Background: an optimization exercise with open tools, aiming at small area, a short achievable clock period and few clock cycles per item. Do not read the settings as production practice. Function was not checked in any run shown here: the RTL went through the layout flow alone. Power and IR drop assume default switching activity.

==> design.v <==
module fpmultiplier (output logic [31:0] product, output logic ready,
		input logic [31:0] a, input logic clock, nreset);
logic q0, q1;
always_ff @(posedge clock, negedge nreset)
  if (~nreset) begin q0 <= 1'b0; q1 <= 1'b0; end
  else begin q0 <= ~(q0 & q1); q1 <= q0; end
assign ready = q1 & ~q0;
logic [31:0] ra;
always_ff @(posedge clock) ra <= a;
logic [23:0] mb;
logic [24:0] ma;
assign mb = {1'b1, a[22:0]};
assign ma = {1'b1, ra[22:0], 1'b0};
logic [11:0] bone, btwo, bneg;
logic [24:0] pp0,pp1,pp2,pp3,pp4,pp5,pp6,pp7,pp8,pp9,pp10,pp11;
logic [24:0] mbx, mb2x;
assign mbx = {1'b0, mb};
assign mb2x = {mb, 1'b0};
assign bone[0] = ma[1] ^ ma[0];
assign btwo[0] = (ma[2] & ~ma[1] & ~ma[0]) | (~ma[2] & ma[1] & ma[0]);
assign bneg[0] = ma[2];
assign pp0 = (({25{bone[0]}} & mbx) | ({25{btwo[0]}} & mb2x)) ^ {25{bneg[0]}};
assign bone[1] = ma[3] ^ ma[2];
assign btwo[1] = (ma[4] & ~ma[3] & ~ma[2]) | (~ma[4] & ma[3] & ma[2]);
assign bneg[1] = ma[4];
assign pp1 = (({25{bone[1]}} & mbx) | ({25{btwo[1]}} & mb2x)) ^ {25{bneg[1]}};
assign bone[2] = ma[5] ^ ma[4];
assign btwo[2] = (ma[6] & ~ma[5] & ~ma[4]) | (~ma[6] & ma[5] & ma[4]);
assign bneg[2] = ma[6];
assign pp2 = (({25{bone[2]}} & mbx) | ({25{btwo[2]}} & mb2x)) ^ {25{bneg[2]}};
assign bone[3] = ma[7] ^ ma[6];
assign btwo[3] = (ma[8] & ~ma[7] & ~ma[6]) | (~ma[8] & ma[7] & ma[6]);
assign bneg[3] = ma[8];
assign pp3 = (({25{bone[3]}} & mbx) | ({25{btwo[3]}} & mb2x)) ^ {25{bneg[3]}};
assign bone[4] = ma[9] ^ ma[8];
assign btwo[4] = (ma[10] & ~ma[9] & ~ma[8]) | (~ma[10] & ma[9] & ma[8]);
assign bneg[4] = ma[10];
assign pp4 = (({25{bone[4]}} & mbx) | ({25{btwo[4]}} & mb2x)) ^ {25{bneg[4]}};
assign bone[5] = ma[11] ^ ma[10];
assign btwo[5] = (ma[12] & ~ma[11] & ~ma[10]) | (~ma[12] & ma[11] & ma[10]);
assign bneg[5] = ma[12];
assign pp5 = (({25{bone[5]}} & mbx) | ({25{btwo[5]}} & mb2x)) ^ {25{bneg[5]}};
assign bone[6] = ma[13] ^ ma[12];
assign btwo[6] = (ma[14] & ~ma[13] & ~ma[12]) | (~ma[14] & ma[13] & ma[12]);
assign bneg[6] = ma[14];
assign pp6 = (({25{bone[6]}} & mbx) | ({25{btwo[6]}} & mb2x)) ^ {25{bneg[6]}};
assign bone[7] = ma[15] ^ ma[14];
assign btwo[7] = (ma[16] & ~ma[15] & ~ma[14]) | (~ma[16] & ma[15] & ma[14]);
assign bneg[7] = ma[16];
assign pp7 = (({25{bone[7]}} & mbx) | ({25{btwo[7]}} & mb2x)) ^ {25{bneg[7]}};
assign bone[8] = ma[17] ^ ma[16];
assign btwo[8] = (ma[18] & ~ma[17] & ~ma[16]) | (~ma[18] & ma[17] & ma[16]);
assign bneg[8] = ma[18];
assign pp8 = (({25{bone[8]}} & mbx) | ({25{btwo[8]}} & mb2x)) ^ {25{bneg[8]}};
assign bone[9] = ma[19] ^ ma[18];
assign btwo[9] = (ma[20] & ~ma[19] & ~ma[18]) | (~ma[20] & ma[19] & ma[18]);
assign bneg[9] = ma[20];
assign pp9 = (({25{bone[9]}} & mbx) | ({25{btwo[9]}} & mb2x)) ^ {25{bneg[9]}};
assign bone[10] = ma[21] ^ ma[20];
assign btwo[10] = (ma[22] & ~ma[21] & ~ma[20]) | (~ma[22] & ma[21] & ma[20]);
assign bneg[10] = ma[22];
assign pp10 = (({25{bone[10]}} & mbx) | ({25{btwo[10]}} & mb2x)) ^ {25{bneg[10]}};
assign bone[11] = ma[23] ^ ma[22];
assign btwo[11] = (ma[24] & ~ma[23] & ~ma[22]) | (~ma[24] & ma[23] & ma[22]);
assign bneg[11] = ma[24];
assign pp11 = (({25{bone[11]}} & mbx) | ({25{btwo[11]}} & mb2x)) ^ {25{bneg[11]}};
logic s1, c2, s3, c4, s5, c6, s7, c8, s9, c10, s11, c12, s13, c14, s15, c16, s17, c18, s19, c20, s21, c22, s23, c24, s25, c26, s27, c28, s29, c30, s31, c32, s33, c34, s35, c36, s37, c38, s39, c40, s41, c42, s43, c44, s45, c46, s47, c48, s49, c50, s51, c52, s53, c54, s55, c56, s57, c58, s59, c60, s61, c62, s63, c64, s65, c66, s67, c68, s69, c70, s71, c72, s73, c74, s75, c76, s77, c78, s79, c80, s81, c82, s83, c84, s85, c86, s87, c88, s89, c90, s91, c92, s93, c94, s95, c96, s97, c98, s99, c100, s101, c102, s103, c104, s105, c106, s107, c108, s109, c110, s111, c112, s113, c114, s115, c116, s117, c118, s119, c120, s121, c122, s123, c124, s125, c126, s127, c128, s129, c130, s131, c132, s133, c134, s135, c136, s137, c138, s139, c140, s141, c142, s143, c144, s145, c146, s147, c148, s149, c150, s151, c152, s153, c154, s155, c156, s157, c158, s159, c160, s161, c162, s163, c164, s165, c166, s167, c168, s169, c170, s171, c172, s173, c174, s175, c176, s177, c178, s179, c180, s181, c182, s183, c184, s185, c186, s187, c188, s189, c190, s191, c192, s193, c194, s195, c196, s197, c198, s199, c200, s201, c202, s203, c204, s205, c206, s207, c208, s209, c210, s211, c212, s213, c214, s215, c216, s217, c218, s219, c220, s221, c222, s223, c224, s225, c226, s227, c228, s229, c230, s231, c232, s233, c234, s235, c236, s237, c238, s239, c240, s241, c242, s243, c244, s245, c246, s247, c248, s249, c250, s251, c252, s253, c254, s255, c256, s257, c258, s259, c260, s261, c262, s263, c264, s265, c266, s267, c268, s269, c270, s271, c272, s273, c274, s275, c276, s277, c278, s279, c280, s281, c282, s283, c284, s285, c286, s287, c288, s289, c290, s291, c292, s293, c294, s295, c296, s297, c298, s299, c300, s301, c302, s303, c304, s305, c306, s307, c308, s309, c310, s311, c312, s313, c314, s315, c316, s317, c318, s319, c320, s321, c322, s323, c324, s325, c326, s327, c328, s329, c330, s331, c332, s333, c334, s335, c336, s337, c338, s339, c340, s341, c342, s343, c344, s345, c346, s347, c348, s349, c350, s351, c352, s353, c354, s355, c356, s357, c358, s359, c360, s361, c362, s363, c364, s365, c366, s367, c368, s369, c370, s371, c372, s373, c374, s375, c376, s377, c378, s379, c380, s381, c382, s383, c384, s385, c386, s387, c388, s389, c390, s391, c392, s393, c394, s395, c396, s397, c398, s399, c400, s401, c402, s403, c404, s405, c406, s407, c408, s409, c410, s411, c412, s413, c414, s415, c416, s417, c418, s419, c420, s421, c422, s423, c424, s425, c426, s427, c428, s429, c430, s431, c432, s433, c434, s435, c436, s437, c438, s439, c440, s441, c442, s443, c444, s445, c446, s447, c448, s449, c450, s451, c452, s453, c454, s455, c456, s457, c458, s459, c460, s461, c462, s463, c464, s465, c466, s467, c468, s469, c470, s471, c472, s473, c474, s475, c476, s477, c478, s479, c480, s481, c482, s483, c484, s485, c486, s487, c488, s489, c490, s491, c492, s493, c494, s495, c496, s497, c498, s499, c500, s501, c502, s503, c504, s505, c506, s507, c508, s509, c510, s511, c512, s513, c514, s515, c516, s517, c518, s519, c520, s521, c522, s523, c524, s525, c526, s527, c528, s529, c530, s531, c532, s533, c534, s535, c536, s537, c538, s539, c540, s541, c542, s543, c544, s545, c546, s547, c548, s549, c550, s551, c552, s553, c554, s555, c556, s557, c558, s559, c560, s561, c562, s563, c564, s565, c566, s567, c568, s569, c570, s571, c572, s573, c574, s575, c576, s577, c578, s579, c580, s581, c582, s583, c584, s585, c586, s587, c588, s589, c590, s591, c592;
assign s1 = pp0[16] ^ pp1[14];
assign c2 = pp0[16] & pp1[14];
assign s3 = pp0[17] ^ pp1[15];
assign c4 = pp0[17] & pp1[15];
assign s5 = pp0[18] ^ pp1[16] ^ pp2[14];
assign c6 = (pp0[18] & pp1[16]) | (pp0[18] & pp2[14]) | (pp1[16] & pp2[14]);
assign s7 = pp3[12] ^ pp4[10];
assign c8 = pp3[12] & pp4[10];
assign s9 = pp0[19] ^ pp1[17] ^ pp2[15];
assign c10 = (pp0[19] & pp1[17]) | (pp0[19] & pp2[15]) | (pp1[17] & pp2[15]);
assign s11 = pp3[13] ^ pp4[11];
assign c12 = pp3[13] & pp4[11];
assign s13 = pp0[20] ^ pp1[18] ^ pp2[16];
assign c14 = (pp0[20] & pp1[18]) | (pp0[20] & pp2[16]) | (pp1[18] & pp2[16]);
assign s15 = pp3[14] ^ pp4[12] ^ pp5[10];
assign c16 = (pp3[14] & pp4[12]) | (pp3[14] & pp5[10]) | (pp4[12] & pp5[10]);
assign s17 = pp6[8] ^ pp7[6];
assign c18 = pp6[8] & pp7[6];
assign s19 = pp0[21] ^ pp1[19] ^ pp2[17];
assign c20 = (pp0[21] & pp1[19]) | (pp0[21] & pp2[17]) | (pp1[19] & pp2[17]);
assign s21 = pp3[15] ^ pp4[13] ^ pp5[11];
assign c22 = (pp3[15] & pp4[13]) | (pp3[15] & pp5[11]) | (pp4[13] & pp5[11]);
assign s23 = pp6[9] ^ pp7[7];
assign c24 = pp6[9] & pp7[7];
assign s25 = pp0[22] ^ pp1[20] ^ pp2[18];
assign c26 = (pp0[22] & pp1[20]) | (pp0[22] & pp2[18]) | (pp1[20] & pp2[18]);
assign s27 = pp3[16] ^ pp4[14] ^ pp5[12];
assign c28 = (pp3[16] & pp4[14]) | (pp3[16] & pp5[12]) | (pp4[14] & pp5[12]);
assign s29 = pp6[10] ^ pp7[8] ^ pp8[6];
assign c30 = (pp6[10] & pp7[8]) | (pp6[10] & pp8[6]) | (pp7[8] & pp8[6]);
assign s31 = pp9[4] ^ pp10[2];
assign c32 = pp9[4] & pp10[2];
assign s33 = pp0[23] ^ pp1[21] ^ pp2[19];
assign c34 = (pp0[23] & pp1[21]) | (pp0[23] & pp2[19]) | (pp1[21] & pp2[19]);
assign s35 = pp3[17] ^ pp4[15] ^ pp5[13];
assign c36 = (pp3[17] & pp4[15]) | (pp3[17] & pp5[13]) | (pp4[15] & pp5[13]);
assign s37 = pp6[11] ^ pp7[9] ^ pp8[7];
assign c38 = (pp6[11] & pp7[9]) | (pp6[11] & pp8[7]) | (pp7[9] & pp8[7]);
assign s39 = pp9[5] ^ pp10[3];
assign c40 = pp9[5] & pp10[3];
assign s41 = pp0[24] ^ pp1[22] ^ pp2[20];
assign c42 = (pp0[24] & pp1[22]) | (pp0[24] & pp2[20]) | (pp1[22] & pp2[20]);
assign s43 = pp3[18] ^ pp4[16] ^ pp5[14];
assign c44 = (pp3[18] & pp4[16]) | (pp3[18] & pp5[14]) | (pp4[16] & pp5[14]);
assign s45 = pp6[12] ^ pp7[10] ^ pp8[8];
assign c46 = (pp6[12] & pp7[10]) | (pp6[12] & pp8[8]) | (pp7[10] & pp8[8]);
assign s47 = pp9[6] ^ pp10[4] ^ pp11[2];
assign c48 = (pp9[6] & pp10[4]) | (pp9[6] & pp11[2]) | (pp10[4] & pp11[2]);
assign s49 = bneg[0] ^ pp1[23] ^ pp2[21];
assign c50 = (bneg[0] & pp1[23]) | (bneg[0] & pp2[21]) | (pp1[23] & pp2[21]);
assign s51 = pp3[19] ^ pp4[17] ^ pp5[15];
assign c52 = (pp3[19] & pp4[17]) | (pp3[19] & pp5[15]) | (pp4[17] & pp5[15]);
assign s53 = pp6[13] ^ pp7[11] ^ pp8[9];
assign c54 = (pp6[13] & pp7[11]) | (pp6[13] & pp8[9]) | (pp7[11] & pp8[9]);
assign s55 = pp9[7] ^ pp10[5] ^ pp11[3];
assign c56 = (pp9[7] & pp10[5]) | (pp9[7] & pp11[3]) | (pp10[5] & pp11[3]);
assign s57 = bneg[0] ^ pp1[24] ^ pp2[22];
assign c58 = (bneg[0] & pp1[24]) | (bneg[0] & pp2[22]) | (pp1[24] & pp2[22]);
assign s59 = pp3[20] ^ pp4[18] ^ pp5[16];
assign c60 = (pp3[20] & pp4[18]) | (pp3[20] & pp5[16]) | (pp4[18] & pp5[16]);
assign s61 = pp6[14] ^ pp7[12] ^ pp8[10];
assign c62 = (pp6[14] & pp7[12]) | (pp6[14] & pp8[10]) | (pp7[12] & pp8[10]);
assign s63 = pp9[8] ^ pp10[6] ^ pp11[4];
assign c64 = (pp9[8] & pp10[6]) | (pp9[8] & pp11[4]) | (pp10[6] & pp11[4]);
assign s65 = ~bneg[0] ^ ~bneg[1] ^ pp2[23];
assign c66 = (~bneg[0] & ~bneg[1]) | (~bneg[0] & pp2[23]) | (~bneg[1] & pp2[23]);
assign s67 = pp3[21] ^ pp4[19] ^ pp5[17];
assign c68 = (pp3[21] & pp4[19]) | (pp3[21] & pp5[17]) | (pp4[19] & pp5[17]);
assign s69 = pp6[15] ^ pp7[13] ^ pp8[11];
assign c70 = (pp6[15] & pp7[13]) | (pp6[15] & pp8[11]) | (pp7[13] & pp8[11]);
assign s71 = pp9[9] ^ pp10[7] ^ pp11[5];
assign c72 = (pp9[9] & pp10[7]) | (pp9[9] & pp11[5]) | (pp10[7] & pp11[5]);
assign s73 = 1'b1 ^ pp2[24] ^ pp3[22];
assign c74 = (1'b1 & pp2[24]) | (1'b1 & pp3[22]) | (pp2[24] & pp3[22]);
assign s75 = pp4[20] ^ pp5[18] ^ pp6[16];
assign c76 = (pp4[20] & pp5[18]) | (pp4[20] & pp6[16]) | (pp5[18] & pp6[16]);
assign s77 = pp7[14] ^ pp8[12] ^ pp9[10];
assign c78 = (pp7[14] & pp8[12]) | (pp7[14] & pp9[10]) | (pp8[12] & pp9[10]);
assign s79 = pp10[8] ^ pp11[6];
assign c80 = pp10[8] & pp11[6];
assign s81 = ~bneg[2] ^ pp3[23] ^ pp4[21];
assign c82 = (~bneg[2] & pp3[23]) | (~bneg[2] & pp4[21]) | (pp3[23] & pp4[21]);
assign s83 = pp5[19] ^ pp6[17] ^ pp7[15];
assign c84 = (pp5[19] & pp6[17]) | (pp5[19] & pp7[15]) | (pp6[17] & pp7[15]);
assign s85 = pp8[13] ^ pp9[11] ^ pp10[9];
assign c86 = (pp8[13] & pp9[11]) | (pp8[13] & pp10[9]) | (pp9[11] & pp10[9]);
assign s87 = 1'b1 ^ pp3[24] ^ pp4[22];
assign c88 = (1'b1 & pp3[24]) | (1'b1 & pp4[22]) | (pp3[24] & pp4[22]);
assign s89 = pp5[20] ^ pp6[18] ^ pp7[16];
assign c90 = (pp5[20] & pp6[18]) | (pp5[20] & pp7[16]) | (pp6[18] & pp7[16]);
assign s91 = pp8[14] ^ pp9[12];
assign c92 = pp8[14] & pp9[12];
assign s93 = ~bneg[3] ^ pp4[23] ^ pp5[21];
assign c94 = (~bneg[3] & pp4[23]) | (~bneg[3] & pp5[21]) | (pp4[23] & pp5[21]);
assign s95 = pp6[19] ^ pp7[17] ^ pp8[15];
assign c96 = (pp6[19] & pp7[17]) | (pp6[19] & pp8[15]) | (pp7[17] & pp8[15]);
assign s97 = 1'b1 ^ pp4[24] ^ pp5[22];
assign c98 = (1'b1 & pp4[24]) | (1'b1 & pp5[22]) | (pp4[24] & pp5[22]);
assign s99 = pp6[20] ^ pp7[18];
assign c100 = pp6[20] & pp7[18];
assign s101 = ~bneg[4] ^ pp5[23] ^ pp6[21];
assign c102 = (~bneg[4] & pp5[23]) | (~bneg[4] & pp6[21]) | (pp5[23] & pp6[21]);
assign s103 = 1'b1 ^ pp5[24];
assign c104 = 1'b1 & pp5[24];
assign s105 = pp0[10] ^ pp1[8];
assign c106 = pp0[10] & pp1[8];
assign s107 = pp0[11] ^ pp1[9];
assign c108 = pp0[11] & pp1[9];
assign s109 = pp0[12] ^ pp1[10] ^ pp2[8];
assign c110 = (pp0[12] & pp1[10]) | (pp0[12] & pp2[8]) | (pp1[10] & pp2[8]);
assign s111 = pp3[6] ^ pp4[4];
assign c112 = pp3[6] & pp4[4];
assign s113 = pp0[13] ^ pp1[11] ^ pp2[9];
assign c114 = (pp0[13] & pp1[11]) | (pp0[13] & pp2[9]) | (pp1[11] & pp2[9]);
assign s115 = pp3[7] ^ pp4[5];
assign c116 = pp3[7] & pp4[5];
assign s117 = pp0[14] ^ pp1[12] ^ pp2[10];
assign c118 = (pp0[14] & pp1[12]) | (pp0[14] & pp2[10]) | (pp1[12] & pp2[10]);
assign s119 = pp3[8] ^ pp4[6] ^ pp5[4];
assign c120 = (pp3[8] & pp4[6]) | (pp3[8] & pp5[4]) | (pp4[6] & pp5[4]);
assign s121 = pp6[2] ^ pp7[0];
assign c122 = pp6[2] & pp7[0];
assign s123 = pp0[15] ^ pp1[13] ^ pp2[11];
assign c124 = (pp0[15] & pp1[13]) | (pp0[15] & pp2[11]) | (pp1[13] & pp2[11]);
assign s125 = pp3[9] ^ pp4[7] ^ pp5[5];
assign c126 = (pp3[9] & pp4[7]) | (pp3[9] & pp5[5]) | (pp4[7] & pp5[5]);
assign s127 = pp6[3] ^ pp7[1];
assign c128 = pp6[3] & pp7[1];
assign s129 = s1 ^ pp2[12] ^ pp3[10];
assign c130 = (s1 & pp2[12]) | (s1 & pp3[10]) | (pp2[12] & pp3[10]);
assign s131 = pp4[8] ^ pp5[6] ^ pp6[4];
assign c132 = (pp4[8] & pp5[6]) | (pp4[8] & pp6[4]) | (pp5[6] & pp6[4]);
assign s133 = pp7[2] ^ pp8[0] ^ bneg[8];
assign c134 = (pp7[2] & pp8[0]) | (pp7[2] & bneg[8]) | (pp8[0] & bneg[8]);
assign s135 = s3 ^ pp2[13] ^ pp3[11];
assign c136 = (s3 & pp2[13]) | (s3 & pp3[11]) | (pp2[13] & pp3[11]);
assign s137 = pp4[9] ^ pp5[7] ^ pp6[5];
assign c138 = (pp4[9] & pp5[7]) | (pp4[9] & pp6[5]) | (pp5[7] & pp6[5]);
assign s139 = pp7[3] ^ pp8[1] ^ c2;
assign c140 = (pp7[3] & pp8[1]) | (pp7[3] & c2) | (pp8[1] & c2);
assign s141 = s5 ^ s7 ^ pp5[8];
assign c142 = (s5 & s7) | (s5 & pp5[8]) | (s7 & pp5[8]);
assign s143 = pp6[6] ^ pp7[4] ^ pp8[2];
assign c144 = (pp6[6] & pp7[4]) | (pp6[6] & pp8[2]) | (pp7[4] & pp8[2]);
assign s145 = pp9[0] ^ bneg[9] ^ c4;
assign c146 = (pp9[0] & bneg[9]) | (pp9[0] & c4) | (bneg[9] & c4);
assign s147 = s9 ^ s11 ^ pp5[9];
assign c148 = (s9 & s11) | (s9 & pp5[9]) | (s11 & pp5[9]);
assign s149 = pp6[7] ^ pp7[5] ^ pp8[3];
assign c150 = (pp6[7] & pp7[5]) | (pp6[7] & pp8[3]) | (pp7[5] & pp8[3]);
assign s151 = pp9[1] ^ c6 ^ c8;
assign c152 = (pp9[1] & c6) | (pp9[1] & c8) | (c6 & c8);
assign s153 = s13 ^ s15 ^ s17;
assign c154 = (s13 & s15) | (s13 & s17) | (s15 & s17);
assign s155 = pp8[4] ^ pp9[2] ^ pp10[0];
assign c156 = (pp8[4] & pp9[2]) | (pp8[4] & pp10[0]) | (pp9[2] & pp10[0]);
assign s157 = bneg[10] ^ c10 ^ c12;
assign c158 = (bneg[10] & c10) | (bneg[10] & c12) | (c10 & c12);
assign s159 = s19 ^ s21 ^ s23;
assign c160 = (s19 & s21) | (s19 & s23) | (s21 & s23);
assign s161 = pp8[5] ^ pp9[3] ^ pp10[1];
assign c162 = (pp8[5] & pp9[3]) | (pp8[5] & pp10[1]) | (pp9[3] & pp10[1]);
assign s163 = c14 ^ c16 ^ c18;
assign c164 = (c14 & c16) | (c14 & c18) | (c16 & c18);
assign s165 = s25 ^ s27 ^ s29;
assign c166 = (s25 & s27) | (s25 & s29) | (s27 & s29);
assign s167 = s31 ^ pp11[0] ^ bneg[11];
assign c168 = (s31 & pp11[0]) | (s31 & bneg[11]) | (pp11[0] & bneg[11]);
assign s169 = c20 ^ c22 ^ c24;
assign c170 = (c20 & c22) | (c20 & c24) | (c22 & c24);
assign s171 = s33 ^ s35 ^ s37;
assign c172 = (s33 & s35) | (s33 & s37) | (s35 & s37);
assign s173 = s39 ^ pp11[1] ^ c26;
assign c174 = (s39 & pp11[1]) | (s39 & c26) | (pp11[1] & c26);
assign s175 = c28 ^ c30 ^ c32;
assign c176 = (c28 & c30) | (c28 & c32) | (c30 & c32);
assign s177 = s41 ^ s43 ^ s45;
assign c178 = (s41 & s43) | (s41 & s45) | (s43 & s45);
assign s179 = s47 ^ mb[0] ^ c34;
assign c180 = (s47 & mb[0]) | (s47 & c34) | (mb[0] & c34);
assign s181 = c36 ^ c38 ^ c40;
assign c182 = (c36 & c38) | (c36 & c40) | (c38 & c40);
assign s183 = s49 ^ s51 ^ s53;
assign c184 = (s49 & s51) | (s49 & s53) | (s51 & s53);
assign s185 = s55 ^ mb[1] ^ c42;
assign c186 = (s55 & mb[1]) | (s55 & c42) | (mb[1] & c42);
assign s187 = c44 ^ c46 ^ c48;
assign c188 = (c44 & c46) | (c44 & c48) | (c46 & c48);
assign s189 = s57 ^ s59 ^ s61;
assign c190 = (s57 & s59) | (s57 & s61) | (s59 & s61);
assign s191 = s63 ^ mb[2] ^ c50;
assign c192 = (s63 & mb[2]) | (s63 & c50) | (mb[2] & c50);
assign s193 = c52 ^ c54 ^ c56;
assign c194 = (c52 & c54) | (c52 & c56) | (c54 & c56);
assign s195 = s65 ^ s67 ^ s69;
assign c196 = (s65 & s67) | (s65 & s69) | (s67 & s69);
assign s197 = s71 ^ mb[3] ^ c58;
assign c198 = (s71 & mb[3]) | (s71 & c58) | (mb[3] & c58);
assign s199 = c60 ^ c62 ^ c64;
assign c200 = (c60 & c62) | (c60 & c64) | (c62 & c64);
assign s201 = s73 ^ s75 ^ s77;
assign c202 = (s73 & s75) | (s73 & s77) | (s75 & s77);
assign s203 = s79 ^ mb[4] ^ c66;
assign c204 = (s79 & mb[4]) | (s79 & c66) | (mb[4] & c66);
assign s205 = c68 ^ c70 ^ c72;
assign c206 = (c68 & c70) | (c68 & c72) | (c70 & c72);
assign s207 = s81 ^ s83 ^ s85;
assign c208 = (s81 & s83) | (s81 & s85) | (s83 & s85);
assign s209 = pp11[7] ^ mb[5] ^ c74;
assign c210 = (pp11[7] & mb[5]) | (pp11[7] & c74) | (mb[5] & c74);
assign s211 = c76 ^ c78 ^ c80;
assign c212 = (c76 & c78) | (c76 & c80) | (c78 & c80);
assign s213 = s87 ^ s89 ^ s91;
assign c214 = (s87 & s89) | (s87 & s91) | (s89 & s91);
assign s215 = pp10[10] ^ pp11[8] ^ mb[6];
assign c216 = (pp10[10] & pp11[8]) | (pp10[10] & mb[6]) | (pp11[8] & mb[6]);
assign s217 = c82 ^ c84 ^ c86;
assign c218 = (c82 & c84) | (c82 & c86) | (c84 & c86);
assign s219 = s93 ^ s95 ^ pp9[13];
assign c220 = (s93 & s95) | (s93 & pp9[13]) | (s95 & pp9[13]);
assign s221 = pp10[11] ^ pp11[9] ^ mb[7];
assign c222 = (pp10[11] & pp11[9]) | (pp10[11] & mb[7]) | (pp11[9] & mb[7]);
assign s223 = c88 ^ c90 ^ c92;
assign c224 = (c88 & c90) | (c88 & c92) | (c90 & c92);
assign s225 = s97 ^ s99 ^ pp8[16];
assign c226 = (s97 & s99) | (s97 & pp8[16]) | (s99 & pp8[16]);
assign s227 = pp9[14] ^ pp10[12] ^ pp11[10];
assign c228 = (pp9[14] & pp10[12]) | (pp9[14] & pp11[10]) | (pp10[12] & pp11[10]);
assign s229 = mb[8] ^ c94 ^ c96;
assign c230 = (mb[8] & c94) | (mb[8] & c96) | (c94 & c96);
assign s231 = s101 ^ pp7[19] ^ pp8[17];
assign c232 = (s101 & pp7[19]) | (s101 & pp8[17]) | (pp7[19] & pp8[17]);
assign s233 = pp9[15] ^ pp10[13] ^ pp11[11];
assign c234 = (pp9[15] & pp10[13]) | (pp9[15] & pp11[11]) | (pp10[13] & pp11[11]);
assign s235 = mb[9] ^ c98 ^ c100;
assign c236 = (mb[9] & c98) | (mb[9] & c100) | (c98 & c100);
assign s237 = s103 ^ pp6[22] ^ pp7[20];
assign c238 = (s103 & pp6[22]) | (s103 & pp7[20]) | (pp6[22] & pp7[20]);
assign s239 = pp8[18] ^ pp9[16] ^ pp10[14];
assign c240 = (pp8[18] & pp9[16]) | (pp8[18] & pp10[14]) | (pp9[16] & pp10[14]);
assign s241 = pp11[12] ^ mb[10] ^ c102;
assign c242 = (pp11[12] & mb[10]) | (pp11[12] & c102) | (mb[10] & c102);
assign s243 = ~bneg[5] ^ pp6[23] ^ pp7[21];
assign c244 = (~bneg[5] & pp6[23]) | (~bneg[5] & pp7[21]) | (pp6[23] & pp7[21]);
assign s245 = pp8[19] ^ pp9[17] ^ pp10[15];
assign c246 = (pp8[19] & pp9[17]) | (pp8[19] & pp10[15]) | (pp9[17] & pp10[15]);
assign s247 = pp11[13] ^ mb[11] ^ c104;
assign c248 = (pp11[13] & mb[11]) | (pp11[13] & c104) | (mb[11] & c104);
assign s249 = 1'b1 ^ pp6[24] ^ pp7[22];
assign c250 = (1'b1 & pp6[24]) | (1'b1 & pp7[22]) | (pp6[24] & pp7[22]);
assign s251 = pp8[20] ^ pp9[18] ^ pp10[16];
assign c252 = (pp8[20] & pp9[18]) | (pp8[20] & pp10[16]) | (pp9[18] & pp10[16]);
assign s253 = pp11[14] ^ mb[12];
assign c254 = pp11[14] & mb[12];
assign s255 = ~bneg[6] ^ pp7[23] ^ pp8[21];
assign c256 = (~bneg[6] & pp7[23]) | (~bneg[6] & pp8[21]) | (pp7[23] & pp8[21]);
assign s257 = pp9[19] ^ pp10[17] ^ pp11[15];
assign c258 = (pp9[19] & pp10[17]) | (pp9[19] & pp11[15]) | (pp10[17] & pp11[15]);
assign s259 = 1'b1 ^ pp7[24] ^ pp8[22];
assign c260 = (1'b1 & pp7[24]) | (1'b1 & pp8[22]) | (pp7[24] & pp8[22]);
assign s261 = pp9[20] ^ pp10[18];
assign c262 = pp9[20] & pp10[18];
assign s263 = ~bneg[7] ^ pp8[23] ^ pp9[21];
assign c264 = (~bneg[7] & pp8[23]) | (~bneg[7] & pp9[21]) | (pp8[23] & pp9[21]);
assign s265 = 1'b1 ^ pp8[24];
assign c266 = 1'b1 & pp8[24];
assign s267 = pp0[6] ^ pp1[4];
assign c268 = pp0[6] & pp1[4];
assign s269 = pp0[7] ^ pp1[5];
assign c270 = pp0[7] & pp1[5];
assign s271 = pp0[8] ^ pp1[6] ^ pp2[4];
assign c272 = (pp0[8] & pp1[6]) | (pp0[8] & pp2[4]) | (pp1[6] & pp2[4]);
assign s273 = pp3[2] ^ pp4[0];
assign c274 = pp3[2] & pp4[0];
assign s275 = pp0[9] ^ pp1[7] ^ pp2[5];
assign c276 = (pp0[9] & pp1[7]) | (pp0[9] & pp2[5]) | (pp1[7] & pp2[5]);
assign s277 = pp3[3] ^ pp4[1];
assign c278 = pp3[3] & pp4[1];
assign s279 = s105 ^ pp2[6] ^ pp3[4];
assign c280 = (s105 & pp2[6]) | (s105 & pp3[4]) | (pp2[6] & pp3[4]);
assign s281 = pp4[2] ^ pp5[0] ^ bneg[5];
assign c282 = (pp4[2] & pp5[0]) | (pp4[2] & bneg[5]) | (pp5[0] & bneg[5]);
assign s283 = s107 ^ pp2[7] ^ pp3[5];
assign c284 = (s107 & pp2[7]) | (s107 & pp3[5]) | (pp2[7] & pp3[5]);
assign s285 = pp4[3] ^ pp5[1] ^ c106;
assign c286 = (pp4[3] & pp5[1]) | (pp4[3] & c106) | (pp5[1] & c106);
assign s287 = s109 ^ s111 ^ pp5[2];
assign c288 = (s109 & s111) | (s109 & pp5[2]) | (s111 & pp5[2]);
assign s289 = pp6[0] ^ bneg[6] ^ c108;
assign c290 = (pp6[0] & bneg[6]) | (pp6[0] & c108) | (bneg[6] & c108);
assign s291 = s113 ^ s115 ^ pp5[3];
assign c292 = (s113 & s115) | (s113 & pp5[3]) | (s115 & pp5[3]);
assign s293 = pp6[1] ^ c110 ^ c112;
assign c294 = (pp6[1] & c110) | (pp6[1] & c112) | (c110 & c112);
assign s295 = s117 ^ s119 ^ s121;
assign c296 = (s117 & s119) | (s117 & s121) | (s119 & s121);
assign s297 = bneg[7] ^ c114 ^ c116;
assign c298 = (bneg[7] & c114) | (bneg[7] & c116) | (c114 & c116);
assign s299 = s123 ^ s125 ^ s127;
assign c300 = (s123 & s125) | (s123 & s127) | (s125 & s127);
assign s301 = c118 ^ c120 ^ c122;
assign c302 = (c118 & c120) | (c118 & c122) | (c120 & c122);
assign s303 = s129 ^ s131 ^ s133;
assign c304 = (s129 & s131) | (s129 & s133) | (s131 & s133);
assign s305 = c124 ^ c126 ^ c128;
assign c306 = (c124 & c126) | (c124 & c128) | (c126 & c128);
assign s307 = s135 ^ s137 ^ s139;
assign c308 = (s135 & s137) | (s135 & s139) | (s137 & s139);
assign s309 = c130 ^ c132 ^ c134;
assign c310 = (c130 & c132) | (c130 & c134) | (c132 & c134);
assign s311 = s141 ^ s143 ^ s145;
assign c312 = (s141 & s143) | (s141 & s145) | (s143 & s145);
assign s313 = c136 ^ c138 ^ c140;
assign c314 = (c136 & c138) | (c136 & c140) | (c138 & c140);
assign s315 = s147 ^ s149 ^ s151;
assign c316 = (s147 & s149) | (s147 & s151) | (s149 & s151);
assign s317 = c142 ^ c144 ^ c146;
assign c318 = (c142 & c144) | (c142 & c146) | (c144 & c146);
assign s319 = s153 ^ s155 ^ s157;
assign c320 = (s153 & s155) | (s153 & s157) | (s155 & s157);
assign s321 = c148 ^ c150 ^ c152;
assign c322 = (c148 & c150) | (c148 & c152) | (c150 & c152);
assign s323 = s159 ^ s161 ^ s163;
assign c324 = (s159 & s161) | (s159 & s163) | (s161 & s163);
assign s325 = c154 ^ c156 ^ c158;
assign c326 = (c154 & c156) | (c154 & c158) | (c156 & c158);
assign s327 = s165 ^ s167 ^ s169;
assign c328 = (s165 & s167) | (s165 & s169) | (s167 & s169);
assign s329 = c160 ^ c162 ^ c164;
assign c330 = (c160 & c162) | (c160 & c164) | (c162 & c164);
assign s331 = s171 ^ s173 ^ s175;
assign c332 = (s171 & s173) | (s171 & s175) | (s173 & s175);
assign s333 = c166 ^ c168 ^ c170;
assign c334 = (c166 & c168) | (c166 & c170) | (c168 & c170);
assign s335 = s177 ^ s179 ^ s181;
assign c336 = (s177 & s179) | (s177 & s181) | (s179 & s181);
assign s337 = c172 ^ c174 ^ c176;
assign c338 = (c172 & c174) | (c172 & c176) | (c174 & c176);
assign s339 = s183 ^ s185 ^ s187;
assign c340 = (s183 & s185) | (s183 & s187) | (s185 & s187);
assign s341 = c178 ^ c180 ^ c182;
assign c342 = (c178 & c180) | (c178 & c182) | (c180 & c182);
assign s343 = s189 ^ s191 ^ s193;
assign c344 = (s189 & s191) | (s189 & s193) | (s191 & s193);
assign s345 = c184 ^ c186 ^ c188;
assign c346 = (c184 & c186) | (c184 & c188) | (c186 & c188);
assign s347 = s195 ^ s197 ^ s199;
assign c348 = (s195 & s197) | (s195 & s199) | (s197 & s199);
assign s349 = c190 ^ c192 ^ c194;
assign c350 = (c190 & c192) | (c190 & c194) | (c192 & c194);
assign s351 = s201 ^ s203 ^ s205;
assign c352 = (s201 & s203) | (s201 & s205) | (s203 & s205);
assign s353 = c196 ^ c198 ^ c200;
assign c354 = (c196 & c198) | (c196 & c200) | (c198 & c200);
assign s355 = s207 ^ s209 ^ s211;
assign c356 = (s207 & s209) | (s207 & s211) | (s209 & s211);
assign s357 = c202 ^ c204 ^ c206;
assign c358 = (c202 & c204) | (c202 & c206) | (c204 & c206);
assign s359 = s213 ^ s215 ^ s217;
assign c360 = (s213 & s215) | (s213 & s217) | (s215 & s217);
assign s361 = c208 ^ c210 ^ c212;
assign c362 = (c208 & c210) | (c208 & c212) | (c210 & c212);
assign s363 = s219 ^ s221 ^ s223;
assign c364 = (s219 & s221) | (s219 & s223) | (s221 & s223);
assign s365 = c214 ^ c216 ^ c218;
assign c366 = (c214 & c216) | (c214 & c218) | (c216 & c218);
assign s367 = s225 ^ s227 ^ s229;
assign c368 = (s225 & s227) | (s225 & s229) | (s227 & s229);
assign s369 = c220 ^ c222 ^ c224;
assign c370 = (c220 & c222) | (c220 & c224) | (c222 & c224);
assign s371 = s231 ^ s233 ^ s235;
assign c372 = (s231 & s233) | (s231 & s235) | (s233 & s235);
assign s373 = c226 ^ c228 ^ c230;
assign c374 = (c226 & c228) | (c226 & c230) | (c228 & c230);
assign s375 = s237 ^ s239 ^ s241;
assign c376 = (s237 & s239) | (s237 & s241) | (s239 & s241);
assign s377 = c232 ^ c234 ^ c236;
assign c378 = (c232 & c234) | (c232 & c236) | (c234 & c236);
assign s379 = s243 ^ s245 ^ s247;
assign c380 = (s243 & s245) | (s243 & s247) | (s245 & s247);
assign s381 = c238 ^ c240 ^ c242;
assign c382 = (c238 & c240) | (c238 & c242) | (c240 & c242);
assign s383 = s249 ^ s251 ^ s253;
assign c384 = (s249 & s251) | (s249 & s253) | (s251 & s253);
assign s385 = c244 ^ c246 ^ c248;
assign c386 = (c244 & c246) | (c244 & c248) | (c246 & c248);
assign s387 = s255 ^ s257 ^ mb[13];
assign c388 = (s255 & s257) | (s255 & mb[13]) | (s257 & mb[13]);
assign s389 = c250 ^ c252 ^ c254;
assign c390 = (c250 & c252) | (c250 & c254) | (c252 & c254);
assign s391 = s259 ^ s261 ^ pp11[16];
assign c392 = (s259 & s261) | (s259 & pp11[16]) | (s261 & pp11[16]);
assign s393 = mb[14] ^ c256 ^ c258;
assign c394 = (mb[14] & c256) | (mb[14] & c258) | (c256 & c258);
assign s395 = s263 ^ pp10[19] ^ pp11[17];
assign c396 = (s263 & pp10[19]) | (s263 & pp11[17]) | (pp10[19] & pp11[17]);
assign s397 = mb[15] ^ c260 ^ c262;
assign c398 = (mb[15] & c260) | (mb[15] & c262) | (c260 & c262);
assign s399 = s265 ^ pp9[22] ^ pp10[20];
assign c400 = (s265 & pp9[22]) | (s265 & pp10[20]) | (pp9[22] & pp10[20]);
assign s401 = pp11[18] ^ mb[16] ^ c264;
assign c402 = (pp11[18] & mb[16]) | (pp11[18] & c264) | (mb[16] & c264);
assign s403 = ~bneg[8] ^ pp9[23] ^ pp10[21];
assign c404 = (~bneg[8] & pp9[23]) | (~bneg[8] & pp10[21]) | (pp9[23] & pp10[21]);
assign s405 = pp11[19] ^ mb[17] ^ c266;
assign c406 = (pp11[19] & mb[17]) | (pp11[19] & c266) | (mb[17] & c266);
assign s407 = 1'b1 ^ pp9[24] ^ pp10[22];
assign c408 = (1'b1 & pp9[24]) | (1'b1 & pp10[22]) | (pp9[24] & pp10[22]);
assign s409 = pp11[20] ^ mb[18];
assign c410 = pp11[20] & mb[18];
assign s411 = ~bneg[9] ^ pp10[23] ^ pp11[21];
assign c412 = (~bneg[9] & pp10[23]) | (~bneg[9] & pp11[21]) | (pp10[23] & pp11[21]);
assign s413 = 1'b1 ^ pp10[24];
assign c414 = 1'b1 & pp10[24];
assign s415 = pp0[4] ^ pp1[2];
assign c416 = pp0[4] & pp1[2];
assign s417 = pp0[5] ^ pp1[3];
assign c418 = pp0[5] & pp1[3];
assign s419 = s267 ^ pp2[2] ^ pp3[0];
assign c420 = (s267 & pp2[2]) | (s267 & pp3[0]) | (pp2[2] & pp3[0]);
assign s421 = s269 ^ pp2[3] ^ pp3[1];
assign c422 = (s269 & pp2[3]) | (s269 & pp3[1]) | (pp2[3] & pp3[1]);
assign s423 = s271 ^ s273 ^ bneg[4];
assign c424 = (s271 & s273) | (s271 & bneg[4]) | (s273 & bneg[4]);
assign s425 = s275 ^ s277 ^ c272;
assign c426 = (s275 & s277) | (s275 & c272) | (s277 & c272);
assign s427 = s279 ^ s281 ^ c276;
assign c428 = (s279 & s281) | (s279 & c276) | (s281 & c276);
assign s429 = s283 ^ s285 ^ c280;
assign c430 = (s283 & s285) | (s283 & c280) | (s285 & c280);
assign s431 = s287 ^ s289 ^ c284;
assign c432 = (s287 & s289) | (s287 & c284) | (s289 & c284);
assign s433 = s291 ^ s293 ^ c288;
assign c434 = (s291 & s293) | (s291 & c288) | (s293 & c288);
assign s435 = s295 ^ s297 ^ c292;
assign c436 = (s295 & s297) | (s295 & c292) | (s297 & c292);
assign s437 = s299 ^ s301 ^ c296;
assign c438 = (s299 & s301) | (s299 & c296) | (s301 & c296);
assign s439 = s303 ^ s305 ^ c300;
assign c440 = (s303 & s305) | (s303 & c300) | (s305 & c300);
assign s441 = s307 ^ s309 ^ c304;
assign c442 = (s307 & s309) | (s307 & c304) | (s309 & c304);
assign s443 = s311 ^ s313 ^ c308;
assign c444 = (s311 & s313) | (s311 & c308) | (s313 & c308);
assign s445 = s315 ^ s317 ^ c312;
assign c446 = (s315 & s317) | (s315 & c312) | (s317 & c312);
assign s447 = s319 ^ s321 ^ c316;
assign c448 = (s319 & s321) | (s319 & c316) | (s321 & c316);
assign s449 = s323 ^ s325 ^ c320;
assign c450 = (s323 & s325) | (s323 & c320) | (s325 & c320);
assign s451 = s327 ^ s329 ^ c324;
assign c452 = (s327 & s329) | (s327 & c324) | (s329 & c324);
assign s453 = s331 ^ s333 ^ c328;
assign c454 = (s331 & s333) | (s331 & c328) | (s333 & c328);
assign s455 = s335 ^ s337 ^ c332;
assign c456 = (s335 & s337) | (s335 & c332) | (s337 & c332);
assign s457 = s339 ^ s341 ^ c336;
assign c458 = (s339 & s341) | (s339 & c336) | (s341 & c336);
assign s459 = s343 ^ s345 ^ c340;
assign c460 = (s343 & s345) | (s343 & c340) | (s345 & c340);
assign s461 = s347 ^ s349 ^ c344;
assign c462 = (s347 & s349) | (s347 & c344) | (s349 & c344);
assign s463 = s351 ^ s353 ^ c348;
assign c464 = (s351 & s353) | (s351 & c348) | (s353 & c348);
assign s465 = s355 ^ s357 ^ c352;
assign c466 = (s355 & s357) | (s355 & c352) | (s357 & c352);
assign s467 = s359 ^ s361 ^ c356;
assign c468 = (s359 & s361) | (s359 & c356) | (s361 & c356);
assign s469 = s363 ^ s365 ^ c360;
assign c470 = (s363 & s365) | (s363 & c360) | (s365 & c360);
assign s471 = s367 ^ s369 ^ c364;
assign c472 = (s367 & s369) | (s367 & c364) | (s369 & c364);
assign s473 = s371 ^ s373 ^ c368;
assign c474 = (s371 & s373) | (s371 & c368) | (s373 & c368);
assign s475 = s375 ^ s377 ^ c372;
assign c476 = (s375 & s377) | (s375 & c372) | (s377 & c372);
assign s477 = s379 ^ s381 ^ c376;
assign c478 = (s379 & s381) | (s379 & c376) | (s381 & c376);
assign s479 = s383 ^ s385 ^ c380;
assign c480 = (s383 & s385) | (s383 & c380) | (s385 & c380);
assign s481 = s387 ^ s389 ^ c384;
assign c482 = (s387 & s389) | (s387 & c384) | (s389 & c384);
assign s483 = s391 ^ s393 ^ c388;
assign c484 = (s391 & s393) | (s391 & c388) | (s393 & c388);
assign s485 = s395 ^ s397 ^ c392;
assign c486 = (s395 & s397) | (s395 & c392) | (s397 & c392);
assign s487 = s399 ^ s401 ^ c396;
assign c488 = (s399 & s401) | (s399 & c396) | (s401 & c396);
assign s489 = s403 ^ s405 ^ c400;
assign c490 = (s403 & s405) | (s403 & c400) | (s405 & c400);
assign s491 = s407 ^ s409 ^ c404;
assign c492 = (s407 & s409) | (s407 & c404) | (s409 & c404);
assign s493 = s411 ^ mb[19] ^ c408;
assign c494 = (s411 & mb[19]) | (s411 & c408) | (mb[19] & c408);
assign s495 = s413 ^ pp11[22] ^ mb[20];
assign c496 = (s413 & pp11[22]) | (s413 & mb[20]) | (pp11[22] & mb[20]);
assign s497 = ~bneg[10] ^ pp11[23] ^ mb[21];
assign c498 = (~bneg[10] & pp11[23]) | (~bneg[10] & mb[21]) | (pp11[23] & mb[21]);
assign s499 = 1'b1 ^ pp11[24];
assign c500 = 1'b1 & pp11[24];
assign s501 = pp0[2] ^ pp1[0];
assign c502 = pp0[2] & pp1[0];
assign s503 = pp0[3] ^ pp1[1];
assign c504 = pp0[3] & pp1[1];
assign s505 = s415 ^ pp2[0] ^ bneg[2];
assign c506 = (s415 & pp2[0]) | (s415 & bneg[2]) | (pp2[0] & bneg[2]);
assign s507 = s417 ^ pp2[1] ^ c416;
assign c508 = (s417 & pp2[1]) | (s417 & c416) | (pp2[1] & c416);
assign s509 = s419 ^ bneg[3] ^ c418;
assign c510 = (s419 & bneg[3]) | (s419 & c418) | (bneg[3] & c418);
assign s511 = s421 ^ c268 ^ c420;
assign c512 = (s421 & c268) | (s421 & c420) | (c268 & c420);
assign s513 = s423 ^ c270 ^ c422;
assign c514 = (s423 & c270) | (s423 & c422) | (c270 & c422);
assign s515 = s425 ^ c274 ^ c424;
assign c516 = (s425 & c274) | (s425 & c424) | (c274 & c424);
assign s517 = s427 ^ c278 ^ c426;
assign c518 = (s427 & c278) | (s427 & c426) | (c278 & c426);
assign s519 = s429 ^ c282 ^ c428;
assign c520 = (s429 & c282) | (s429 & c428) | (c282 & c428);
assign s521 = s431 ^ c286 ^ c430;
assign c522 = (s431 & c286) | (s431 & c430) | (c286 & c430);
assign s523 = s433 ^ c290 ^ c432;
assign c524 = (s433 & c290) | (s433 & c432) | (c290 & c432);
assign s525 = s435 ^ c294 ^ c434;
assign c526 = (s435 & c294) | (s435 & c434) | (c294 & c434);
assign s527 = s437 ^ c298 ^ c436;
assign c528 = (s437 & c298) | (s437 & c436) | (c298 & c436);
assign s529 = s439 ^ c302 ^ c438;
assign c530 = (s439 & c302) | (s439 & c438) | (c302 & c438);
assign s531 = s441 ^ c306 ^ c440;
assign c532 = (s441 & c306) | (s441 & c440) | (c306 & c440);
assign s533 = s443 ^ c310 ^ c442;
assign c534 = (s443 & c310) | (s443 & c442) | (c310 & c442);
assign s535 = s445 ^ c314 ^ c444;
assign c536 = (s445 & c314) | (s445 & c444) | (c314 & c444);
assign s537 = s447 ^ c318 ^ c446;
assign c538 = (s447 & c318) | (s447 & c446) | (c318 & c446);
assign s539 = s449 ^ c322 ^ c448;
assign c540 = (s449 & c322) | (s449 & c448) | (c322 & c448);
assign s541 = s451 ^ c326 ^ c450;
assign c542 = (s451 & c326) | (s451 & c450) | (c326 & c450);
assign s543 = s453 ^ c330 ^ c452;
assign c544 = (s453 & c330) | (s453 & c452) | (c330 & c452);
assign s545 = s455 ^ c334 ^ c454;
assign c546 = (s455 & c334) | (s455 & c454) | (c334 & c454);
assign s547 = s457 ^ c338 ^ c456;
assign c548 = (s457 & c338) | (s457 & c456) | (c338 & c456);
assign s549 = s459 ^ c342 ^ c458;
assign c550 = (s459 & c342) | (s459 & c458) | (c342 & c458);
assign s551 = s461 ^ c346 ^ c460;
assign c552 = (s461 & c346) | (s461 & c460) | (c346 & c460);
assign s553 = s463 ^ c350 ^ c462;
assign c554 = (s463 & c350) | (s463 & c462) | (c350 & c462);
assign s555 = s465 ^ c354 ^ c464;
assign c556 = (s465 & c354) | (s465 & c464) | (c354 & c464);
assign s557 = s467 ^ c358 ^ c466;
assign c558 = (s467 & c358) | (s467 & c466) | (c358 & c466);
assign s559 = s469 ^ c362 ^ c468;
assign c560 = (s469 & c362) | (s469 & c468) | (c362 & c468);
assign s561 = s471 ^ c366 ^ c470;
assign c562 = (s471 & c366) | (s471 & c470) | (c366 & c470);
assign s563 = s473 ^ c370 ^ c472;
assign c564 = (s473 & c370) | (s473 & c472) | (c370 & c472);
assign s565 = s475 ^ c374 ^ c474;
assign c566 = (s475 & c374) | (s475 & c474) | (c374 & c474);
assign s567 = s477 ^ c378 ^ c476;
assign c568 = (s477 & c378) | (s477 & c476) | (c378 & c476);
assign s569 = s479 ^ c382 ^ c478;
assign c570 = (s479 & c382) | (s479 & c478) | (c382 & c478);
assign s571 = s481 ^ c386 ^ c480;
assign c572 = (s481 & c386) | (s481 & c480) | (c386 & c480);
assign s573 = s483 ^ c390 ^ c482;
assign c574 = (s483 & c390) | (s483 & c482) | (c390 & c482);
assign s575 = s485 ^ c394 ^ c484;
assign c576 = (s485 & c394) | (s485 & c484) | (c394 & c484);
assign s577 = s487 ^ c398 ^ c486;
assign c578 = (s487 & c398) | (s487 & c486) | (c398 & c486);
assign s579 = s489 ^ c402 ^ c488;
assign c580 = (s489 & c402) | (s489 & c488) | (c402 & c488);
assign s581 = s491 ^ c406 ^ c490;
assign c582 = (s491 & c406) | (s491 & c490) | (c406 & c490);
assign s583 = s493 ^ c410 ^ c492;
assign c584 = (s493 & c410) | (s493 & c492) | (c410 & c492);
assign s585 = s495 ^ c412 ^ c494;
assign c586 = (s495 & c412) | (s495 & c494) | (c412 & c494);
assign s587 = s497 ^ c414 ^ c496;
assign c588 = (s497 & c414) | (s497 & c496) | (c414 & c496);
assign s589 = s499 ^ mb[22] ^ c498;
assign c590 = (s499 & mb[22]) | (s499 & c498) | (mb[22] & c498);
assign s591 = ~bneg[11] ^ mb[23] ^ c500;
assign c592 = (~bneg[11] & mb[23]) | (~bneg[11] & c500) | (mb[23] & c500);
logic [47:0] row0;
assign row0 = {s591, s589, s587, s585, s583, s581, s579, s577, s575, s573, s571, s569, s567, s565, s563, s561, s559, s557, s555, s553, s551, s549, s547, s545, s543, s541, s539, s537, s535, s533, s531, s529, s527, s525, s523, s521, s519, s517, s515, s513, s511, s509, s507, s505, s503, s501, pp0[1], pp0[0]};
logic [47:0] row1;
assign row1 = {c590, c588, c586, c584, c582, c580, c578, c576, c574, c572, c570, c568, c566, c564, c562, c560, c558, c556, c554, c552, c550, c548, c546, c544, c542, c540, c538, c536, c534, c532, c530, c528, c526, c524, c522, c520, c518, c516, c514, c512, c510, c508, c506, c504, c502, bneg[1], 1'b0, bneg[0]};
logic [7:0] ea, eb;
logic za, zb, fa, fb, nana, nanb, infa, infb;
assign ea = ra[30:23];
assign eb = a[30:23];
assign za = (ea == 8'd0);
assign zb = (eb == 8'd0);
assign fa = (ea == 8'hff);
assign fb = (eb == 8'hff);
assign nana = fa & (ra[22:0] != 23'd0);
assign nanb = fb & (a[22:0] != 23'd0);
assign infa = fa & (ra[22:0] == 23'd0);
assign infb = fb & (a[22:0] == 23'd0);
logic sp_nan, sp_inf, sp_zero, special;
assign sp_nan = nana | nanb | ((infa | infb) & (za | zb));
assign sp_inf = (infa | infb) & ~sp_nan;
assign sp_zero = (za | zb) & ~fa & ~fb;
assign special = fa | fb | za | zb;
logic [9:0] e0;
assign e0 = {2'b00, ea} + {2'b00, eb} - 10'd127;
logic ov0, un0, ov1, un1;
assign ov0 = ($signed(e0) >= 255);
assign un0 = ($signed(e0) <= 0);
assign ov1 = ($signed(e0) >= 254);
assign un1 = ($signed(e0) <= -1);
logic [47:0] r_row0;
logic [47:0] r_row1;
logic [7:0] r_e;
logic r_sign, r_nan, r_i0, r_i1, r_z0, r_z1;
always_ff @(posedge clock) begin
  r_row0 <= row0;
  r_row1 <= row1;
  r_e <= e0[7:0];
  r_sign <= ra[31] ^ a[31];
  r_nan <= sp_nan;
  r_i0 <= sp_nan | sp_inf | (~special & ov0);
  r_i1 <= sp_nan | sp_inf | (~special & ov1);
  r_z0 <= sp_zero | (~special & un0);
  r_z1 <= sp_zero | (~special & un1);
end
logic [47:0] p;
assign p = r_row0 + r_row1;
logic hi, zr, ir;
assign hi = p[47];
assign zr = hi ? r_z1 : r_z0;
assign ir = hi ? r_i1 : r_i0;
logic [7:0] e1;
assign e1 = r_e + 8'd1;
logic [7:0] pe;
logic [22:0] pf;
assign pe = zr ? 8'd0 : ir ? 8'hff : (hi ? e1 : r_e);
assign pf = (zr | ir) ? {22'd0, r_nan} : (hi ? p[46:24] : p[45:23]);
assign product = {r_sign, pe, pf};
endmodule
==> run.sh <==
#!/bin/bash
# synth_recipe.tcl (not shown) runs the flow's synth.tcl, then flattens the netlist and writes it again
# the make line also repeats each setting of config.mk as NAME=value (left out here)
make -C /OpenROAD-flow-scripts/flow DESIGN_CONFIG=/design/flow/config.mk WORK_HOME=/design/flow/orfs CLKGATE_MAP_FILE= SYNTH_SCRIPT=/design/flow/synth_recipe.tcl finish
==> config.mk <==
export PLATFORM = sky130hd
export DESIGN_NAME = fpmultiplier
export DESIGN_NICKNAME = fpmultiplier
export VERILOG_FILES = /design/flow/design.v
export SDC_FILE = /design/flow/constraint.sdc
export NUM_CORES = 4
export LEC_CHECK = 0
export CAP_MARGIN = 20
export CORE_MARGIN = 2
export CORE_UTILIZATION = 40
export PLACE_DENSITY = 0.6
export SLEW_MARGIN = 20
==> constraint.sdc <==
create_clock -name core_clock -period 9.0 [get_ports {clock}]
set_input_delay 1.8000 -clock core_clock [delete_from_list [all_inputs] [get_ports {clock}]]
set_output_delay 1.8000 -clock core_clock [all_outputs]
set_load 0.01 [all_outputs]
==> results of run 1 <==
==> registers in the layout, summed over array words and instances (netlist names) <==
| name | flops |
|---|---|
| r_sign | 1 |
| r_row0 | 48 |
| r_z1 | 1 |
| r_i1 | 1 |
| q0 | 1 |
| r_z0 | 1 |
| q1 | 1 |
| r_nan | 1 |
| r_e | 8 |
| r_row1 | 47 |
| r_i0 | 1 |
| ra | 32 |
==> worst paths after layout <==
path,start,endpoint,slack [ps],cells past startpoint
max in group asynchronous,nreset,q0,7400,1
worst max-delay path,r_row0[24],product[2],1890,12
worst min-delay path,q0,q1,400,0
min in group asynchronous,nreset,q1,1480,1
worst max register to register,ra[11],r_row0[29],3340,10
worst min register to register,q0,q1,400,0
==> through the flow <==
| stage | setup slack, ps | instance area (µm²) |
|---|---|---|
| detailed placement | 2060 | 22500 |
| CTS | 1540 | 23000 |
| global placement | 2240 | 22500 |
| global route | 1450 | 23000 |
| floorplan | 3480 | 21600 |
| finish | 1890 | 23000 |
==> logic make-up after synthesis <==
logic type	Yosys count	share of synthesized area, %
AOI/OAI and AO/OA	1027	29.6
and+or+nand+nor	621	12.4
buffers and inverters	584	10.2
adders and majority gates	394	31.0
DFF	143	13.3
xor gates and xnor gates	76	3.15
muxes	7	0.359
==> area by class of cell <==
class	count	share of cell area [%]
flip-flops and latches	143	12.5
well taps	696	3.78
inverters	279	4.55
multi-input cells	2125	72.0
clock buffers	20	1.94
clock inverters	10	0.500
repair buffers	131	4.74
==> power by group <==
| part | internal [mW] | switching, mW | leakage, nW |
|---|---|---|---|
| clock | 0.410 | 0.313 | 0.268 |
| sequential | 0.925 | 0.0964 | 1.21 |
| combinational | 2.33 | 3.28 | 7.90 |
| total | 3.67 | 3.69 | 9.38 |
==> synthesized netlist by cell type, types with 21 or more instances <==
cell      count  area (µm²)
nor2b_1      32         200
a221oi_1     73         639
a21oi_1     310        1550
buf_1        52         195
ha_1         98        1230
maj3_1       45         450
xnor2_1      34         298
a22oi_1      97         728
o22ai_1      69         432
dfxtp_1     141        2820
o31ai_1      33         248
o21ai_0     262        1310
a22o_1       24         210
nor2_1      246         923
inv_1       276        1040
clkbuf_1    246         923
nor3_1       21         105
fa_1        251        5020
nand2_1     223         837
xor2_1       40         350
a211oi_1     54         405
==> routing by layer <==
layer,track usage [%],part of all wire (%),vias to the layer above
met2,41.8,43,1253
li1,-,-,9563
met1,39.2,42,10100
met5,0,0.015,-
met4,11.7,3.9,2
met3,7.81,11,191
==> impl_metrics.tcl, run 1 <==
set metrics [dict create \
    ff_latch_area_mm2 0.00288 \
    grt_max_degree 117 \
    max-clock-path-buffers 2 \
    wl_um 79800 \
    fmax_mhz 141 \
    instances_no_fill 3404 \
    hold_viol 0 \
    fin_crit_sh_pct 79.0 \
    synth-seq-cells 143 \
    grt_antenna_before_repair 4 \
    layout_commonest_cell "a21oi_1" \
    maxCapViolations 0 \
    syn-num-nets 3235 \
    cp.required_ps 7200 \
    grt_overflow 0 \
    io_pins 67 \
    nFillCells 5430 \
    drive_gt1_share_pct 5.28 \
    nNetsFinal 3080 \
    cts_buffers 17 \
    post-route-min-period_ps 7110 \
    num_antenna_cells 0 \
    status "no timing/DRC/antenna violations" \
    fp.dieW_um 237 \
    async_reset_ff_share_pct 1.40 \
    cts-root-buf "clkbuf_16" \
    finalSetupTns_ps 0 \
    finalSetupViolations 0 \
    drc_errors 0 \
    via_per_inst 6.21 \
    synth_area_mm2 0.0216 \
    fin_util_pct 43.0 \
    critPathMaxStageDelay_ps 650 \
    cts_tree "yes" \
    antenna_left 0 \
    core.rowCount 85 \
    grt_usage_pct 28.4 \
    crit_type "reg -> out" \
    min_path_type "reg -> reg" \
    hold_buffers 0 \
    vdd_drop_max_uv 231 \
    multi_input_comb_area_mm2 0.0166 \
    powerDensity_mw_per_mm2 320 \
    grt_pass1_vias 19900 \
    path_buf_inv 1 \
    num_vias 21100 \
    cpMostUsedCell "nor2_1" \
    worst_setup_path_start_kind "register" \
    seq_area_frac_synth_pct 13.3 \
    worst-slew-pin-transition_ps 1120 \
    final_max_slew_viol_count 0 \
    dpl.cell_count 3374 \
    cts_num_sinks 143 \
    first_pass_iters 9 \
    syn_inst 2852 \
    drt_iter0_markers 2711 \
    final.setup_skew_ps 44.6 \
    final_cell_mix "a21oi_1 (310), inv_1 (276), o21ai_0 (262)" \
    cp_slowest_cell "xnor2_2" \
    total_power_mw 7.36 \
    path_max_fanout 18 \
    port_buffers 66 \
    grt_pass1_wl_um 122000 \
    htree_levels 4 \
    synth_edf_count 0 \
    die_h_um 237 \
    rsz0062_at_grt "false" \
    crit_chain "ha_1, a21oi_1, o21ai_0, a221oi_1, o221ai_1, a221oi_2, o31ai_4, xnor2_2, nor2_1, nor2_1, nor3_1, clkdlybuf4s50_1" \
    ys.flop_type "dfxtp_1" \
    start_util_pct 40.4 \
    cp_data_arrival_time_ps 5310 \
    path_delay_family "compound AO/OA/AOI/OAI gates" \
    fp.coreArea_mm2 0.0536 \
    relSlewSlack_pct 25.1 \
    hold_ws_ps 401 \
    syn_area_per_cell_um2 7.59 \
    synthToLayoutAreaGrowth_pct 6.47 \
    ys.warnings.count 1 \
    gp_congestion 0.911 \
    cts.repair.resized 0 \
    clock_latency_ps 510 \
    drt-wirelength-per-cell_um 23.5 \
    path_clk_slew_ps 60 \
    p_leak_nw 9.38 \
    end_kind "primary output" \
    detailed_place_hpwl_um 55100 \
    dieArea_mm2 0.0560 \
    netlist-cell-type-count 72 \
    post_cts_buffers 0 \
]
==> run 2: changes to the inputs <==
--- a/config.mk
+++ b/config.mk
@@ -5,8 +5,10 @@
 export SDC_FILE = /design/flow/constraint.sdc
 export NUM_CORES = 4
 export LEC_CHECK = 0
+export ABC_CLOCK_PERIOD_IN_PS = 4500
 export CAP_MARGIN = 20
 export CORE_MARGIN = 2
 export CORE_UTILIZATION = 40
 export PLACE_DENSITY = 0.6
+export SETUP_SLACK_MARGIN = 3.5
 export SLEW_MARGIN = 20
==> run 2 against run 1 <==
Still clean on timing, DRC and antenna. Core utilization is 3.0 points higher. Maximum frequency is 29% higher. Hold slack improved by 13 ps. Setup slack better by 1600 ps. Via count grew 4.1%. Largest cell class unchanged.
==> impl_metrics.tcl, run 2 <==
set metrics [dict create \
    status "no timing/DRC/antenna violations" \
    final_max_slew_viol_count 0 \
    yosysTopAreaCell "fa_1" \
    htree_levels 4 \
    core.rowCount 85 \
    powerDensity_mw_per_mm2 319 \
    gp_congestion 0.937 \
    crit_type "reg -> out" \
    cp_data_arrival_time_ps 3730 \
    path_clk_slew_ps 70 \
    maxCapViolations 0 \
    top_regs "r_row0: 48 flops, r_row1: 47 flops, ra: 32 flops" \
    grt_overflow 0 \
    largest_reg_flops 48 \
    finalSetupTns_ps 0 \
    cts_num_sinks 143 \
    path_max_fanout 8 \
    finalSetupViolations 0 \
    max-clock-path-buffers 2 \
    p_leak_nw 10.1 \
    cts_tree "yes" \
    top_register "r_row0" \
    cts-root-buf "clkbuf_16" \
    final_cell_mix "a21oi_1 (293), inv_1 (266), o21ai_0 (252)" \
    drt-wirelength-per-cell_um 24.7 \
    cp.required_ps 7200 \
    start_util_pct 40.4 \
    clock_latency_ps 510 \
    ys.warnings.count 1 \
    grt_pass1_vias 20500 \
    worst-slew-pin-transition_ps 1080 \
    netlist-cell-type-count 72 \
    die_h_um 237 \
    dieArea_mm2 0.0560 \
    layout_commonest_cell "a21oi_1" \
    min_path_type "reg -> reg" \
    grt_antenna_before_repair 5 \
    grt_usage_pct 29.8 \
    hold_buffers 0 \
    fmax_mhz 181 \
    seq_area_frac_synth_pct 13.3 \
    synthTopCellsByArea "fa_1 (23%), dfxtp_1 (13%), a21oi_1 (7.2%), o21ai_0 (6.1%), ha_1 (5.7%)" \
    nNetsFinal 3171 \
    worst_setup_path_start_kind "register" \
    yosysMostFrequentCell "a21oi_1" \
    end_kind "primary output" \
    fp.coreArea_mm2 0.0536 \
    synthTopCellsByCount "a21oi_1 (310), inv_1 (276), o21ai_0 (262)" \
    layout_setup_ws_ps 3470 \
    syn-num-nets 3235 \
    via_per_inst 6.29 \
    syn_area_per_cell_um2 7.59 \
    antenna_left 0 \
    vdd_drop_max_uv 197 \
    post-route-min-period_ps 5530 \
    grt_pass1_wl_um 128000 \
    drt_iter0_markers 3170 \
    synth_area_mm2 0.0216 \
    synth_top_area_share_pct 23.2 \
    port_buffers 66 \
    rsz0062_at_grt "true" \
    drc_errors 0 \
    fp.dieW_um 237 \
    final.setup_skew_ps 30.6 \
    io_pins 67 \
    fin_crit_sh_pct 61.4 \
    ys.flop_type "dfxtp_1" \
    drive_gt1_share_pct 13.3 \
    synthToLayoutAreaGrowth_pct 13.8 \
    hold_viol 0 \
    wl_um 86300 \
    first_pass_iters 9 \
    detailed_place_hpwl_um 55800 \
    cts_buffers 17 \
    async_reset_ff_share_pct 1.40 \
    syn_inst 2852 \
    num_vias 22000 \
    synth_edf_count 0 \
    dpl_worst_slack_ps 2230 \
    relSlewSlack_pct 27.9 \
    synth-seq-cells 143 \
    grt_max_degree 88 \
]
[run 2: changes by cell type in the layout (fill, tap and decap cells not counted), moves of 10 or more]
cell,previous run,this run
buf_4,64,113
clkdlybuf4s50_1,54,14
buf_6,1,30
a21oi_1,310,293
a21oi_2,0,17
a221oi_1,73,58
ha_1,98,83
a221oi_2,1,15
buf_2,12,26
buf_12,0,10
clkbuf_2,0,10
inv_1,276,266
o21ai_0,262,252
[run 2: timing repair]
| item | in CTS | in global routing |
|---|---|---|
| cloned | 4 | 4 |
| gates resized for setup | 235 | 94 |
| pin swaps | 25 | 31 |
| setup endpoints to repair | 76 | 66 |
| setup buffers | 68 | 15 |
[run 2: where the power goes]
group          internal [mW]  switching, mW
clock network          0.385          0.338
registers              0.928          0.134
logic                   2.59           3.49
[run 2: critical path, stage by stage (launching register included)]
cell and delay (ps):
dfxtp_2 330, ha_4 290, nand4_1 140, buf_4 180, nor3_4 140, a31oi_2 130
o21ai_2 240, o2111ai_4 210, o31ai_4 270, buf_12 160, xor2_4 240, buf_4 160
buf_6 80, buf_6 130, nand2b_4 70, o221a_2 230, clkdlybuf4s15_2 220
[run 2: worst paths after layout]
| check | start | to | slack, ps | cells after the start |
|---|---|---|---|---|
| min in group asynchronous | nreset | q0 | 1470 | 1 |
| max in group asynchronous | nreset | q1 | 7420 | 1 |
| worst min register to register | q0 | q1 | 410 | 0 |
| worst min-delay path | q0 | q1 | 410 | 0 |
| worst max-delay path | r_row0[13] | product[28] | 3470 | 16 |
| worst max register to register | ra[12] | r_row0[33] | 3670 | 8 |
[run 2: layer usage]
| layer | global-route usage [%] | routed length, µm |
|---|---|---|
| met3 | 7.76 | 10700 |
| met5 | 0 | 0 |
| met4 | 13.1 | 4420 |
| met1 | 40.9 | 34600 |
| met2 | 44.1 | 36500 |
[run 2: logic make-up (layout without fill, tap and decap cells)]
group | Yosys count | in the layout | share of synthesized area (%)
AO/OA/AOI/OAI | 1027 | 1027 | 29.6
AND/OR/NAND/NOR | 621 | 621 | 12.4
buffers and inverters | 584 | 533 | 10.2
other | 0 | 1 | 0
flip-flops | 143 | 143 | 13.3
multiplexers | 7 | 7 | 0.359
adder cells (fa/ha/maj) | 394 | 394 | 31.0
XOR/XNOR | 76 | 76 | 3.15
[run 2: layout make-up]
cell class / count / area, µm²
clock buffer: 19 / 433
timing repair buffer: 222 / 2040
inverter: 279 / 1080
sequential: 143 / 2890
clock inverter: 13 / 128
fill: 5187 / 29000
tap: 696 / 871
antenna: 1 / 2.50
multi-input combinational: 2125 / 17200
[run 2: stage by stage]
| stage | std cells | utilization (%) | power, mW | instance area [µm²] | hold slack, ps |
|---|---|---|---|---|---|
| 5_1_grt | 3497 | 45.9 | 8.50 | 24600 | 427 |
| 3_3_place_gp | 3374 | 41.9 | 6.28 | 22500 | 388 |
| 3_5_place_dp | 3374 | 41.9 | 6.42 | 22500 | 397 |
| 4_1_cts | 3478 | 45.1 | 7.54 | 24200 | 411 |
| 6_report | 3498 | 45.9 | 7.87 | 24600 | 415 |
| 2_1_floorplan | 2852 | - | 4.46 | 21600 | 329 |

==> what the ideal ports hide <==
The flow's constraints put no driver on any port. The routed layouts listed below were extracted and timed again, unchanged, in two steps. Step 1, drivers: a clkbuf_16 drives clock and a buf_2 each remaining input, both assumed. Step 2 adds t to the input delays and takes it off the output delays; t is the mean of the earliest and latest rising clock arrival at the registers after step 1. Input paths then give back, and output paths get back, about the clock's delay inside the block. a / b / c = ideal ports / drivers / drivers and shift; a / b = the first two.
run	t, ns	setup slack, ns	hold WS [ns]	slew at the worst register clock pin (ns)
run 1	0.556	1.887 / 1.823 / 2.367	0.401 / 0.401 / 0.401	0.10 / 0.10
run 2	0.558	3.470 / 3.405 / 3.004	0.415 / 0.415 / 0.415	0.08 / 0.08
After both steps every run listed still meets setup and hold. The setup slack of run 2, which loses most, moves by -0.065 ns with the drivers and by -0.466 ns with both steps.
